From an optimization exercise on the open Yosys and OpenROAD flow, aimed at small area and a short achievable clock period; shortcuts taken in it are not production practice. At most, simulation tests tie the RTL to the original design; equivalence was not proved. No driver is modelled on the clock port, so clocking that relies on it looks cheaper here than on a real chip. Power is estimated from default activity; no workload was simulated.

==> run B <==
==> flow/design.v <==
module spa_xor2(a, b, y);
    input a, b;
    output y;
    assign y = a ^ b;
endmodule
module spa_xnor2(a, b, y);
    input a, b;
    output y;
    assign y = ~(a ^ b);
endmodule
module spa_and2(a, b, y);
    input a, b;
    output y;
    assign y = a & b;
endmodule
module spa_and3(a, b, c, y);
    input a, b, c;
    output y;
    assign y = a & b & c;
endmodule
module spa_andn(a, b, y);
    input a, b;
    output y;
    assign y = a & ~b;
endmodule
module spa_nor2(a, b, y);
    input a, b;
    output y;
    assign y = ~(a | b);
endmodule
module spa_fa(a, b, c, s, co);
    input a, b, c;
    output s, co;
    assign s = a ^ b ^ c;
    assign co = (a & b) | (c & (a ^ b));
endmodule
module spa_a211o(a, b, c, d, y);
    input a, b, c, d;
    output y;
    assign y = a | b | (c & d);
endmodule
module spa_maj3(a, b, c, y);
    input a, b, c;
    output y;
    assign y = (a & b) | (c & (a | b));
endmodule
module spa_a222oi(a1, a2, b1, b2, c1, c2, y);
    input a1, a2, b1, b2, c1, c2;
    output y;
    assign y = ~((a1 & a2) | (b1 & b2) | (c1 & c2));
endmodule
module spa_mux2i(a0, a1, s, y);
    input a0, a1, s;
    output y;
    assign y = ~(s ? a1 : a0);
endmodule
module spa_mux2(a0, a1, s, y);
    input a0, a1, s;
    output y;
    assign y = s ? a1 : a0;
endmodule
module spa_o21ai(a1, a2, b1, y);
    input a1, a2, b1;
    output y;
    assign y = ~((a1 | a2) & b1);
endmodule
module spa_a22o(a1, a2, b1, b2, y);
    input a1, a2, b1, b2;
    output y;
    assign y = (a1 & a2) | (b1 & b2);
endmodule
module spa_lt4(m1, s1, m2, s2, y);
    input m1, s1, m2, s2;
    output y;
    wire w;
    spa_a22o  uw(.a1(m1), .a2(m2), .b1(s1), .b2(s2), .y(w));
    spa_o21ai uy(.a1(m1), .a2(m2), .b1(w), .y(y));
endmodule
module self_purging_full_adder(a, b, e, C, Cn, Jn, nG, nP, sum, en);
    input [5:0] a, b, e;
    input C, Cn;            
    input Jn;               
    output nG, nP, sum;     
    output [5:0] en;        
    wire [5:0] h, l, z, q, nm;
    wire [1:0] sh, mh, sl, ml, sz, mz, sp, mp;
    genvar k, g;
    generate
        for (k = 0; k < 6; k = k + 1) begin : m
            spa_and3  uh(.a(e[k]), .b(a[k]), .c(b[k]), .y(h[k]));
            spa_o21ai uq(.a1(a[k]), .a2(b[k]), .b1(e[k]), .y(q[k]));   
            spa_nor2  ul(.a(q[k]), .b(h[k]), .y(l[k]));
            spa_andn  uz(.a(e[k]), .b(l[k]), .y(z[k]));               
        end
        for (g = 0; g < 2; g = g + 1) begin : grp
            spa_fa fh(.a(h[3*g]), .b(h[3*g+1]), .c(h[3*g+2]), .s(sh[g]), .co(mh[g]));
            spa_fa fl(.a(l[3*g]), .b(l[3*g+1]), .c(l[3*g+2]), .s(sl[g]), .co(ml[g]));
            spa_fa fz(.a(z[3*g]), .b(z[3*g+1]), .c(z[3*g+2]), .s(sz[g]), .co(mz[g]));
            spa_xor2  ps(.a(sh[g]), .b(sl[g]), .y(sp[g]));
            spa_a211o pm(.a(mh[g]), .b(ml[g]), .c(sh[g]), .d(sl[g]), .y(mp[g]));
        end
    endgenerate
    wire nS0, nS1;
    spa_lt4 vg(.m1(mh[0]), .s1(sh[0]), .m2(mh[1]), .s2(sh[1]), .y(nG));
    spa_lt4 vp(.m1(mp[0]), .s1(sp[0]), .m2(mp[1]), .s2(sp[1]), .y(nP));
    spa_lt4 v0(.m1(ml[0]), .s1(sl[0]), .m2(ml[1]), .s2(sl[1]), .y(nS0));
    spa_lt4 v1(.m1(mz[0]), .s1(sz[0]), .m2(mz[1]), .s2(sz[1]), .y(nS1));
    spa_mux2i vs(.a0(nS0), .a1(nS1), .s(C), .y(sum));
    wire ne, cx, t0, t1, t2;
    spa_xor2 te(.a(sum), .b(C), .y(ne));
    spa_xor2 tc(.a(C), .b(Cn), .y(cx));
    spa_andn u2(.a(Cn), .b(ne), .y(t2));
    spa_nor2 u0(.a(ne), .b(Cn), .y(t0));
    spa_andn u1(.a(ne), .b(cx), .y(t1));
    generate
        for (k = 0; k < 6; k = k + 1) begin : sw
            spa_a222oi ua(.a1(t2), .a2(h[k]), .b1(t1), .b2(l[k]), .c1(t0), .c2(q[k]), .y(nm[k]));
            spa_mux2i  ue(.a0(Jn), .a1(nm[k]), .s(e[k]), .y(en[k]));
        end
    endgenerate
endmodule
module self_purging_adder(clk, in1, in2, cin, J, sum, cout);
    parameter W = 32;
    parameter N = 6;
    input clk, J;
    input [N*W-1:0] in1, in2;
    input [N-1:0] cin;
    output [W-1:0] sum;
    output cout;
    function th4;   
        input [5:0] v;
        reg [1:0] c1, c2;
        begin
            c1 = v[0] + v[1] + v[2];
            c2 = v[3] + v[4] + v[5];
            th4 = (c1[1] & c2[1]) | ((c1[1] | c2[1]) & c1[0] & c2[0]);
        end
    endfunction
    reg  [N*W-1:0] E;        
    wire [N*W-1:0] En;
    wire [W:0] C;            
    wire [W-1:0] G, P;
    wire Jn = ~J;
    genvar i, k, l;
    generate
        for (i = 0; i < W; i = i + 1) begin : bit_
            wire [N-1:0] a, b, e, en;
            for (k = 0; k < N; k = k + 1) begin : mod_
                assign a[k] = in1[k*W+i];
                assign b[k] = in2[k*W+i];
                assign e[k] = E[k*W+i];
                assign En[k*W+i] = en[k];
            end
            if (i == 0) begin : b0
                wire [N-1:0] s = a ^ b ^ cin;
                wire [N-1:0] co = (a & b) | (cin & (a ^ b));
                assign sum[0] = th4(e & s);
                assign G[0] = th4(e & co);
                assign P[0] = 1'b0;
                for (k = 0; k < N; k = k + 1) begin : m0
                    assign en[k] = e[k] ? ((s[k] == sum[0]) & (co[k] == C[1])) : J;
                end
            end else begin : bn
                wire nG, nP;
                assign G[i] = ~nG;
                assign P[i] = ~nP;
                self_purging_full_adder fa(.a(a), .b(b), .e(e), .C(C[i]), .Cn(C[i+1]),
                    .Jn(Jn), .nG(nG), .nP(nP), .sum(sum[i]), .en(en));
            end
        end
        wire [W-1:0] gg [0:5];
        wire [W-1:0] pp [0:5];
        assign gg[0] = G;
        assign pp[0] = P;
        for (l = 0; l < 5; l = l + 1) begin : lvl
            for (i = 0; i < W; i = i + 1) begin : col
                if ((i >> l) & 1) begin : cmb
                    localparam integer J0 = ((i >> l) << l) - 1;
                    assign gg[l+1][i] = gg[l][i] | (pp[l][i] & gg[l][J0]);
                    assign pp[l+1][i] = pp[l][i] & pp[l][J0];
                end else begin : pas
                    assign gg[l+1][i] = gg[l][i];
                    assign pp[l+1][i] = pp[l][i];
                end
            end
        end
    endgenerate
    assign C[0] = cin[0];
    assign C[W:1] = gg[5];
    assign cout = C[W];
    always @(posedge clk)
        E <= En;
endmodule
==> flow/flow/run.sh <==
#!/bin/bash
# Standard ORFS layout (the standard.sh) with these changes:
#  - the port buffers that global placement puts on every input and output
#    are sky130 buf_1 cells instead of the default choice;
#  - right after floorplanning, logic cells off the near-critical paths are
#    set to the smallest version of their function (downsize.tcl);
#  - clock tree synthesis uses clkbuf_4/clkbuf_8 buffers and no dummy loads;
#  - after clock tree synthesis, repair_timing sizes up the slowest paths
#    (post_cts.tcl), aiming at more setup slack than the standard flow does.
# Each step's full log is in orfs/logs/; make's own output is in
# standard_flow.log.
set -euo pipefail
here=$(pwd)
export BUFFER_PORTS_ARGS="-buffer_cell sky130_fd_sc_hd__buf_1"
export POST_FLOORPLAN_TCL="$here/flow/downsize.tcl"
export CTS_ARGS="-sink_clustering_enable -repair_clock_nets -dont_use_dummy_load -buf_list {sky130_fd_sc_hd__clkbuf_4 sky130_fd_sc_hd__clkbuf_8} -root_buf sky130_fd_sc_hd__clkbuf_8"
export POST_CTS_TCL="$here/flow/post_cts.tcl"
bash standard.sh "$@" > standard_flow.log 2>&1
==> flow/flow/downsize.tcl <==
# Area recovery after synthesis: set each combinational logic cell to the
# smallest-area version of its function (among equal areas, the strongest),
# unless the cell is on a path within $margin ns of the worst setup slack.
# Flip-flops, buffers and clock cells are left as they are; the later repair
# steps size cells up again where slew, load or timing need it.
set margin 1.0
set db [ord::get_db]
set block [[$db getChip] getBlock]
set best [dict create]
foreach lib [$db getLibs] {
  foreach m [$lib getMasters] {
    set name [$m getName]
    if { ![regexp {^(sky130_fd_sc_hd__[a-z0-9]+)_([0-9]+)$} $name -> base drive] } { continue }
    set area [expr { [$m getWidth] * [$m getHeight] }]
    if { [dict exists $best $base] } {
      lassign [dict get $best $base] barea bdrive
      if { $area > $barea || ($area == $barea && $drive <= $bdrive) } { continue }
    }
    dict set best $base [list $area $drive $m]
  }
}
set dont_use {}
if { [info exists ::env(DONT_USE_CELLS)] } { set dont_use $::env(DONT_USE_CELLS) }
set wns [expr { [sta::worst_slack_cmd max] * 1e9 }]
puts "downsize.tcl: worst setup slack before [format %.3f $wns] ns"
set n 0
set kept 0
set saved 0.0
foreach inst [$block getInsts] {
  set m [$inst getMaster]
  set name [$m getName]
  if { ![regexp {^(sky130_fd_sc_hd__([a-z0-9]+))_([0-9]+)$} $name -> base fn drive] } { continue }
  if { [regexp {^(df|edf|sdf|dl|buf|clk|tap|fill|decap|conb|diode|dly|ebuf|einv|probe|lpflow)} $fn] } { continue }
  if { ![dict exists $best $base] } { continue }
  lassign [dict get $best $base] barea bdrive new
  if { $new == $m } { continue }
  if { [lsearch -exact $dont_use [$new getName]] >= 0 } { continue }
  set old_area [expr { [$m getWidth] * [$m getHeight] }]
  if { $barea >= $old_area } { continue }
  set slack 1e30
  foreach pin [get_pins -of_objects [get_cells [$inst getName]]] {
    set s [get_property $pin slack_max]
    if { $s != "INF" && $s < $slack } { set slack $s }
  }
  if { $slack < $wns + $margin } { incr kept; continue }
  set saved [expr { $saved + ($old_area - $barea) / 1e6 }]
  $inst swapMaster $new
  incr n
}
set wns2 [expr { [sta::worst_slack_cmd max] * 1e9 }]
puts "downsize.tcl: $n cells set to a smaller version, [format %.1f $saved] um2 less; $kept near-critical cells kept; worst setup slack after [format %.3f $wns2] ns"
==> flow/flow/post_cts.tcl <==
# Setup repair on the slowest paths: the design's clock leaves tens of ns of
# slack, so the standard repair does nothing; here repair_timing is asked for
# $target ns of slack, which makes it size up (and if need be buffer) the
# cells of the slowest paths, then the placement is legalised again.
set target 62.5
estimate_parasitics -placement
puts "post_cts.tcl: worst setup slack before [format %.3f [expr {[sta::worst_slack_cmd max] * 1e9}]] ns"
repair_timing -setup -setup_margin $target -sequence "sizeup,swap,buffer" -skip_last_gasp -verbose
detailed_placement
check_placement -verbose
estimate_parasitics -placement
puts "post_cts.tcl: worst setup slack after [format %.3f [expr {[sta::worst_slack_cmd max] * 1e9}]] ns"
report_design_area
==> flow/standard.sh <==
#!/bin/bash
# synth_recipe.tcl (not shown) runs the flow's synth.tcl, then flattens the netlist and writes it again
# the make line also repeats each setting of config.mk as NAME=value (left out here)
make -C /OpenROAD-flow-scripts/flow DESIGN_CONFIG=/design/flow/config.mk WORK_HOME=/design/flow/orfs CLKGATE_MAP_FILE= SYNTH_SCRIPT=/design/flow/synth_recipe.tcl "${@:-finish}"
==> flow/config.mk <==
export PLATFORM = sky130hd
export DESIGN_NAME = self_purging_adder
export DESIGN_NICKNAME = self_purging_adder
export VERILOG_FILES = /design/flow/design.v
export SDC_FILE = /design/flow/constraint.sdc
export NUM_CORES = 4
export LEC_CHECK = 0
export CAP_MARGIN = 20
export CORE_MARGIN = 2
export CORE_UTILIZATION = 60
export SLEW_MARGIN = 20
export SYNTH_HIERARCHICAL = 1
export SYNTH_MINIMUM_KEEP_SIZE = 0
==> flow/constraint.sdc <==
create_clock -name core_clock -period 110.0 [get_ports {clk}]
set_input_delay 22.0000 -clock core_clock [delete_from_list [all_inputs] [get_ports {clk}]]
set_output_delay 22.0000 -clock core_clock [all_outputs]
set_load 0.01 [all_outputs]
==> inputs of run M, as changes to run B <==
--- a/flow/design.v
+++ b/flow/design.v
@@ -65,31 +65,20 @@
     assign y = ~((a1 | a2) & b1);
 endmodule
-module spa_a22o(a1, a2, b1, b2, y);
-    input a1, a2, b1, b2;
-    output y;
-    assign y = (a1 & a2) | (b1 & b2);
-endmodule
-module spa_lt4(m1, s1, m2, s2, y);
-    input m1, s1, m2, s2;
-    output y;
-    wire w;
-    spa_a22o  uw(.a1(m1), .a2(m2), .b1(s1), .b2(s2), .y(w));
-    spa_o21ai uy(.a1(m1), .a2(m2), .b1(w), .y(y));
-endmodule
-module self_purging_full_adder(a, b, e, C, Cn, Jn, nG, nP, sum, en);
+module self_purging_full_adder(a, b, e, C, Cn, Jn, G, P, sum, en);
     input [5:0] a, b, e;
     input C, Cn;            
     input Jn;               
-    output nG, nP, sum;     
+    output G, P, sum;
     output [5:0] en;        
-    wire [5:0] h, l, z, q, nm;
-    wire [1:0] sh, mh, sl, ml, sz, mz, sp, mp;
+    wire [5:0] x, h, l, z, y, nm;
+    wire [1:0] sh, mh, sl, ml, sz, mz, sp, mp, kh, kl, kp, kz;
+    wire S0, S1;
     genvar k, g;
     generate
         for (k = 0; k < 6; k = k + 1) begin : m
-            spa_and3  uh(.a(e[k]), .b(a[k]), .c(b[k]), .y(h[k]));
-            spa_o21ai uq(.a1(a[k]), .a2(b[k]), .b1(e[k]), .y(q[k]));   
-            spa_nor2  ul(.a(q[k]), .b(h[k]), .y(l[k]));
-            spa_andn  uz(.a(e[k]), .b(l[k]), .y(z[k]));               
+            spa_xor2 ux(.a(a[k]), .b(b[k]), .y(x[k]));
+            spa_and3 uh(.a(e[k]), .b(a[k]), .c(b[k]), .y(h[k]));     
+            spa_and2 ul(.a(e[k]), .b(x[k]), .y(l[k]));               
+            spa_andn uz(.a(e[k]), .b(x[k]), .y(z[k]));               
         end
         for (g = 0; g < 2; g = g + 1) begin : grp
@@ -101,20 +90,26 @@
         end
     endgenerate
-    wire nS0, nS1;
-    spa_lt4 vg(.m1(mh[0]), .s1(sh[0]), .m2(mh[1]), .s2(sh[1]), .y(nG));
-    spa_lt4 vp(.m1(mp[0]), .s1(sp[0]), .m2(mp[1]), .s2(sp[1]), .y(nP));
-    spa_lt4 v0(.m1(ml[0]), .s1(sl[0]), .m2(ml[1]), .s2(sl[1]), .y(nS0));
-    spa_lt4 v1(.m1(mz[0]), .s1(sz[0]), .m2(mz[1]), .s2(sz[1]), .y(nS1));
-    spa_mux2i vs(.a0(nS0), .a1(nS1), .s(C), .y(sum));
-    wire ne, cx, t0, t1, t2;
-    spa_xor2 te(.a(sum), .b(C), .y(ne));
-    spa_xor2 tc(.a(C), .b(Cn), .y(cx));
-    spa_andn u2(.a(Cn), .b(ne), .y(t2));
-    spa_nor2 u0(.a(ne), .b(Cn), .y(t0));
-    spa_andn u1(.a(ne), .b(cx), .y(t1));
+    wire [3:0] ss;
+    spa_and2 tg0(.a(sh[0]), .b(sh[1]), .y(ss[0]));
+    spa_and2 tg1(.a(sp[0]), .b(sp[1]), .y(ss[1]));
+    spa_and2 tg2(.a(sl[0]), .b(sl[1]), .y(ss[2]));
+    spa_and2 tg3(.a(sz[0]), .b(sz[1]), .y(ss[3]));
+    spa_maj3 vg(.a(mh[0]), .b(mh[1]), .c(ss[0]), .y(G));
+    spa_maj3 vp(.a(mp[0]), .b(mp[1]), .c(ss[1]), .y(P));
+    spa_maj3 v0(.a(ml[0]), .b(ml[1]), .c(ss[2]), .y(S0));
+    spa_maj3 v1(.a(mz[0]), .b(mz[1]), .c(ss[3]), .y(S1));
+    spa_mux2 vs(.a0(S0), .a1(S1), .s(C), .y(sum));
+    wire eq, cc, t0, t1, t2;
+    spa_xnor2 te(.a(sum), .b(C), .y(eq));
+    spa_xnor2 tc(.a(C), .b(Cn), .y(cc));
+    spa_and2  u2(.a(eq), .b(Cn), .y(t2));
+    spa_andn  u0(.a(eq), .b(Cn), .y(t0));
+    spa_andn  u1(.a(cc), .b(eq), .y(t1));
     generate
         for (k = 0; k < 6; k = k + 1) begin : sw
-            spa_a222oi ua(.a1(t2), .a2(h[k]), .b1(t1), .b2(l[k]), .c1(t0), .c2(q[k]), .y(nm[k]));
-            spa_mux2i  ue(.a0(Jn), .a1(nm[k]), .s(e[k]), .y(en[k]));
+            wire n0;
+            spa_andn   un(.a(z[k]), .b(h[k]), .y(n0));               
+            spa_a222oi ua(.a1(t2), .a2(h[k]), .b1(t1), .b2(l[k]), .c1(t0), .c2(n0), .y(nm[k]));
+            spa_o21ai  ue(.a1(e[k]), .a2(Jn), .b1(nm[k]), .y(en[k]));
         end
     endgenerate
@@ -162,9 +157,6 @@
                 end
             end else begin : bn
-                wire nG, nP;
-                assign G[i] = ~nG;
-                assign P[i] = ~nP;
                 self_purging_full_adder fa(.a(a), .b(b), .e(e), .C(C[i]), .Cn(C[i+1]),
-                    .Jn(Jn), .nG(nG), .nP(nP), .sum(sum[i]), .en(en));
+                    .Jn(Jn), .G(G[i]), .P(P[i]), .sum(sum[i]), .en(en));
             end
         end
==> flow/flow/run.sh (replaced) <==
#!/bin/bash
# Standard ORFS layout (the standard.sh) with these changes:
#  - the port buffers that global placement puts on every input and output
#    are sky130 buf_1 cells instead of the default choice;
#  - right after floorplanning, every logic cell is set to the smallest
#    version of its function (downsize.tcl); the later repair steps size up
#    again where slew, load or timing need it;
#  - clock tree synthesis uses clkbuf_4/clkbuf_8 buffers and no dummy loads.
# Each step's full log is in orfs/logs/; make's own output is in
# standard_flow.log.
set -euo pipefail
here=$(pwd)
export BUFFER_PORTS_ARGS="-buffer_cell sky130_fd_sc_hd__buf_1"
export POST_FLOORPLAN_TCL="$here/flow/downsize.tcl"
export CTS_ARGS="-sink_clustering_enable -repair_clock_nets -dont_use_dummy_load -buf_list {sky130_fd_sc_hd__clkbuf_4 sky130_fd_sc_hd__clkbuf_8} -root_buf sky130_fd_sc_hd__clkbuf_8"
bash standard.sh "$@" > standard_flow.log 2>&1
==> flow/flow/downsize.tcl (replaced) <==
# Area recovery after synthesis: set every combinational logic cell to the
# smallest-area version of its function (among equal areas, the strongest).
# Flip-flops, buffers and clock cells are left as they are; the later repair
# steps size cells up again where slew, load or timing need it.
set db [ord::get_db]
set block [[$db getChip] getBlock]
set best [dict create]
foreach lib [$db getLibs] {
  foreach m [$lib getMasters] {
    set name [$m getName]
    if { ![regexp {^(sky130_fd_sc_hd__[a-z0-9]+)_([0-9]+)$} $name -> base drive] } { continue }
    set area [expr { [$m getWidth] * [$m getHeight] }]
    if { [dict exists $best $base] } {
      lassign [dict get $best $base] barea bdrive
      if { $area > $barea || ($area == $barea && $drive <= $bdrive) } { continue }
    }
    dict set best $base [list $area $drive $m]
  }
}
set dont_use {}
if { [info exists ::env(DONT_USE_CELLS)] } { set dont_use $::env(DONT_USE_CELLS) }
set n 0
set saved 0.0
foreach inst [$block getInsts] {
  set m [$inst getMaster]
  set name [$m getName]
  if { ![regexp {^(sky130_fd_sc_hd__([a-z0-9]+))_([0-9]+)$} $name -> base fn drive] } { continue }
  if { [regexp {^(df|edf|sdf|dl|buf|clk|tap|fill|decap|conb|diode|dly|ebuf|einv|probe|lpflow)} $fn] } { continue }
  if { ![dict exists $best $base] } { continue }
  lassign [dict get $best $base] barea bdrive new
  if { $new == $m } { continue }
  if { [lsearch -exact $dont_use [$new getName]] >= 0 } { continue }
  set old_area [expr { [$m getWidth] * [$m getHeight] }]
  if { $barea >= $old_area } { continue }
  set saved [expr { $saved + ($old_area - $barea) / 1e6 }]
  $inst swapMaster $new
  incr n
}
puts "downsize.tcl: $n cells set to a smaller version, [format %.1f $saved] um2 less"
removed: flow/flow/post_cts.tcl
==> comparison table <==
metric                                                                                            run B         run M
Outcome                                                                no timing/DRC/antenna violations  no timing/DRC/antenna violations
Worst hold slack                                                                               0.492 ns      0.454 ns
Die extent in x                                                                             197 microns   211 microns
Total power draw                                                                               0.868 mW      0.517 mW
Switching share of total power                                                                    0.492         0.445
Sequential fraction of design power                                                               0.171         0.261
Number of vias in the routed layout                                                               20.6k         19.9k
Switching power                                                                                0.427 mW      0.230 mW
Die area                                                                                   0.0388 sq mm  0.0446 sq mm
Initial core utilization                                                                          0.610         0.612
Final critical-path required period                                                            47.75 ns      48.62 ns
Post-placement cell area                                                                   0.0227 sq mm  0.0245 sq mm
Synth unique cells                                                                                   52            37
Post-CTS clock slew at the launch and capture registers of the worst setup and hold paths       0.09 ns       0.08 ns
Cell Count Post-Placement                                                                          3101          3346
Worst hold path startpoint                                                                        E[96]         E[21]
Met1 layer wirelength in the final routing                                                      24.8 mm       26.3 mm
Compound-Gate Fraction of Synth Area                                                              0.244         0.145
Met2 demand-to-capacity share in global routing                                                   0.516         0.462
Summed instance area of the synthesized netlist                                            0.0224 sq mm  0.0258 sq mm
Worst EP arrival                                                                               25.75 ns      26.62 ns
Buffering overhead                                                                               0.0932        0.0651
No functional check of the RTL was part of run M.

[separate check: timing with driven ports]
Ports are ideal in the flow. The routed layouts listed here were re-timed in OpenROAD. Step 1, drivers: a clkbuf_16 drives clk and a buf_2 each remaining input, both assumed. Step 2 times the ports against the registers' clock, not the clock port: input delays grow and output delays shrink by t, the midpoint of the rising clock arrivals with the driver on. Three values: no drivers, after step 1, after step 2; two values: the first two.
| run | t (ns) | setup WS [ns] | worst slew at a driven data input, ns |
|---|---|---|---|
| run B | 0.541 | 62.254 / 62.206 / 62.206 | 0.12 |
| run M | 0.636 | 61.378 / 61.354 / 61.354 | 0.11 |
After both steps every run listed still meets setup and hold. For run B, which loses most, drivers alone change the setup slack by -0.048 ns; drivers and shift together by -0.048 ns.
